This design comes from an exercise in tuning for small area, a short achievable clock period and few clock cycles per item on the open sky130 flow, not from production work.
Function was checked by simulation only, so behaviour that the tests miss may differ from the original.
No driver is modelled on the clock port, so clock power and skew are understated where the tree is cut down; a real chip needs a root buffer or a tree.

== tundra ==
// RCL
module RCL(
    clk,
    rst_n,
    in_valid,
    coef_Q,
    coef_L,
    out_valid,
    out
);
clock: 80.0 ns
lec_check: 0
cap_margin: 20
core_margin: 2
core_utilization: 40
gpl_timing_driven: 0
slew_margin: 20
synth_hierarchical: 1
buffer_ports_args: -buffer_cell sky130_fd_sc_hd__buf_1
standard.sh (not shown) runs the stock make flow with config.mk's settings and CLKGATE_MAP_FILE= SYNTH_SCRIPT=/design/flow/synth_recipe.tcl, a recipe that flattens the netlist after the stock synthesis.
==> flow/flow/run.sh <==
#!/bin/bash
# Standard layout, with the port buffers made of sky130_fd_sc_hd__buf_1 cells
# and the clock tree built with the arguments below.
set -euo pipefail
echo 'export BUFFER_PORTS_ARGS = -buffer_cell sky130_fd_sc_hd__buf_1' >> config.mk
export CTS_ARGS="-sink_clustering_enable -repair_clock_nets -dont_use_dummy_load -sink_clustering_levels 1 -sink_clustering_size 40 -sink_clustering_max_diameter 1000 -root_buf sky130_fd_sc_hd__clkbuf_16 -buf_list sky130_fd_sc_hd__clkbuf_16"
bash standard.sh > standard.log 2>&1
tundra went all the way through the flow, and no timing, DRC or antenna check failed.
Testbench counts of tundra, summed over its fixed seeds: cycles 11,992, items 2,400.
--- input diff tundra..maple ---
-- flow/flow/run.sh --
<<< tundra, line 6
export CTS_ARGS="-sink_clustering_enable -repair_clock_nets -dont_use_dummy_load -sink_clustering_levels 1 -sink_clustering_size 40 -sink_clustering_max_diameter 1000 -root_buf sky130_fd_sc_hd__clkbuf_16 -buf_list sky130_fd_sc_hd__clkbuf_16"
>>> maple, line 6
export CTS_ARGS="-repair_clock_nets -dont_use_dummy_load -root_buf sky130_fd_sc_hd__clkbuf_16 -buf_list sky130_fd_sc_hd__clkbuf_16"
--- outcome ---
[compare] base=tundra new=maple: routed metal-1 wire length stayed essentially flat, hold violation count in the final report stayed essentially flat, worst path arrival time stayed essentially flat, sequential cell count stayed essentially flat.
As far as number of distinct library cells after synthesis goes, tundra and maple are indistinguishable; the numbers are identical.
Diff tundra..maple | core occupancy in the finished layout | unchanged
maple and tundra ended up with nearly the same filler-free cell count of the finished design.
Changes in xenon relative to maple:
==> flow/flow/run.sh <==
#!/bin/bash
# Standard layout, with the port buffers made of sky130_fd_sc_hd__buf_1 cells
# and the clock tree replaced by one clock buffer (flow/one_clock_buffer.tcl).
set -euo pipefail
here=$(pwd)
echo 'export BUFFER_PORTS_ARGS = -buffer_cell sky130_fd_sc_hd__buf_1' >> config.mk
export POST_CTS_TCL="$here/flow/one_clock_buffer.tcl"
bash standard.sh > standard.log 2>&1
==> flow/flow/one_clock_buffer.tcl (new file) <==
# Runs after ORFS's clock tree synthesis (POST_CTS_TCL hook). The design has
# few registers, so the tree is replaced by one level of clock buffers: the
# clock port drives CLOCK_BUFS buffers, each of which drives the clock pins of
# the registers nearest to it (the registers split by x coordinate).
set nbuf 3
set bufcell sky130_fd_sc_hd__clkbuf_8
set block [ord::get_db_block]
set db [ord::get_db]
set clk_net [[$block findBTerm clk] getNet]

# the clock tree's buffers and dummy loads, and the nets they drive
set tree_insts {}
set tree_nets {}
foreach inst [$block getInsts] {
  set name [$inst getName]
  if { [string match "clkbuf_*" $name] || [string match "clkload*" $name] } {
    lappend tree_insts $inst
    set out [$inst findITerm X]
    if { $out == "NULL" } { set out [$inst findITerm Y] }
    if { $out != "NULL" && [$out getNet] != "NULL" } { lappend tree_nets [$out getNet] }
  }
}

set regs {}
foreach inst [$block getInsts] {
  if { [string match "sky130_fd_sc_hd__df*" [[$inst getMaster] getName]] } {
    lappend regs [list [lindex [$inst getLocation] 0] $inst]
  }
}
set regs [lsort -integer -index 0 $regs]
set n [llength $regs]
foreach inst $tree_insts { odb::dbInst_destroy $inst }
foreach net $tree_nets { odb::dbNet_destroy $net }

set master [$db findMaster $bufcell]
for { set b 0 } { $b < $nbuf } { incr b } {
  set lo [expr { $b * $n / $nbuf }]
  set hi [expr { ($b + 1) * $n / $nbuf }]
  set net [odb::dbNet_create $block clknet_$b]
  $net setSigType CLOCK
  set sx 0
  set sy 0
  foreach r [lrange $regs $lo [expr { $hi - 1 }]] {
    set inst [lindex $r 1]
    set it [$inst findITerm CLK]
    $it disconnect
    $it connect $net
    set loc [$inst getLocation]
    incr sx [lindex $loc 0]
    incr sy [lindex $loc 1]
  }
  set buf [odb::dbInst_create $block $master clkbuf_$b]
  [$buf findITerm A] connect $clk_net
  [$buf findITerm X] connect $net
  set k [expr { $hi - $lo }]
  $buf setLocation [expr { $sx / $k }] [expr { $sy / $k }]
  $buf setPlacementStatus PLACED
}
puts "one_clock_buffer: $n registers on $nbuf buffers, removed [llength $tree_insts] tree cells"
detailed_placement
estimate_parasitics -placement
report_clock_skew
==> comparison <==
Clock latency at the later pin of the worst-skew pair (higher): maple. Of xenon and maple, the run reporting the higher final critical-path share of the clock period was maple. xenon vs maple: routed length per instance down slightly. Worst setup slack is higher on xenon. Summary: first-pass GRT wire length, xenon better than maple. The reg-to-reg setup timing slack of xenon was superior to that of maple. Comparing xenon against maple, there is no change at all in die outline area.
In xenon the design's own scripts or RTL, not TritonCTS, make the clock network.

static timing again, ports no longer ideal:
In the flow no input, the clock included, has a driving cell. The finished layouts below were timed again as built, in two steps. Step 1, drivers: a clkbuf_16 drives clk and a buf_2 each remaining input, both assumed. Step 2, shift: input delay + t, output delay - t, t = (earliest + latest rising clock arrival at the registers) / 2. This alone moves slack from input paths to output paths. Three values: ideal, step 1, step 2; two values: the first two.
run	t (ns)	setup slack, ns	clock arrival spread, ns	worst register clock-pin slew, ns	pins driven straight from the clock port
tundra	0.306	63.230 / 63.200 / 63.506	0.016 / 0.016	0.05 / 0.05	1
maple	0.306	63.230 / 63.200 / 63.506	0.016 / 0.016	0.05 / 0.05	1
xenon	0.185	63.377 / 63.331 / 63.516	0.018 / 0.018	0.09 / 0.09	3
After both steps every run listed still meets setup and hold.
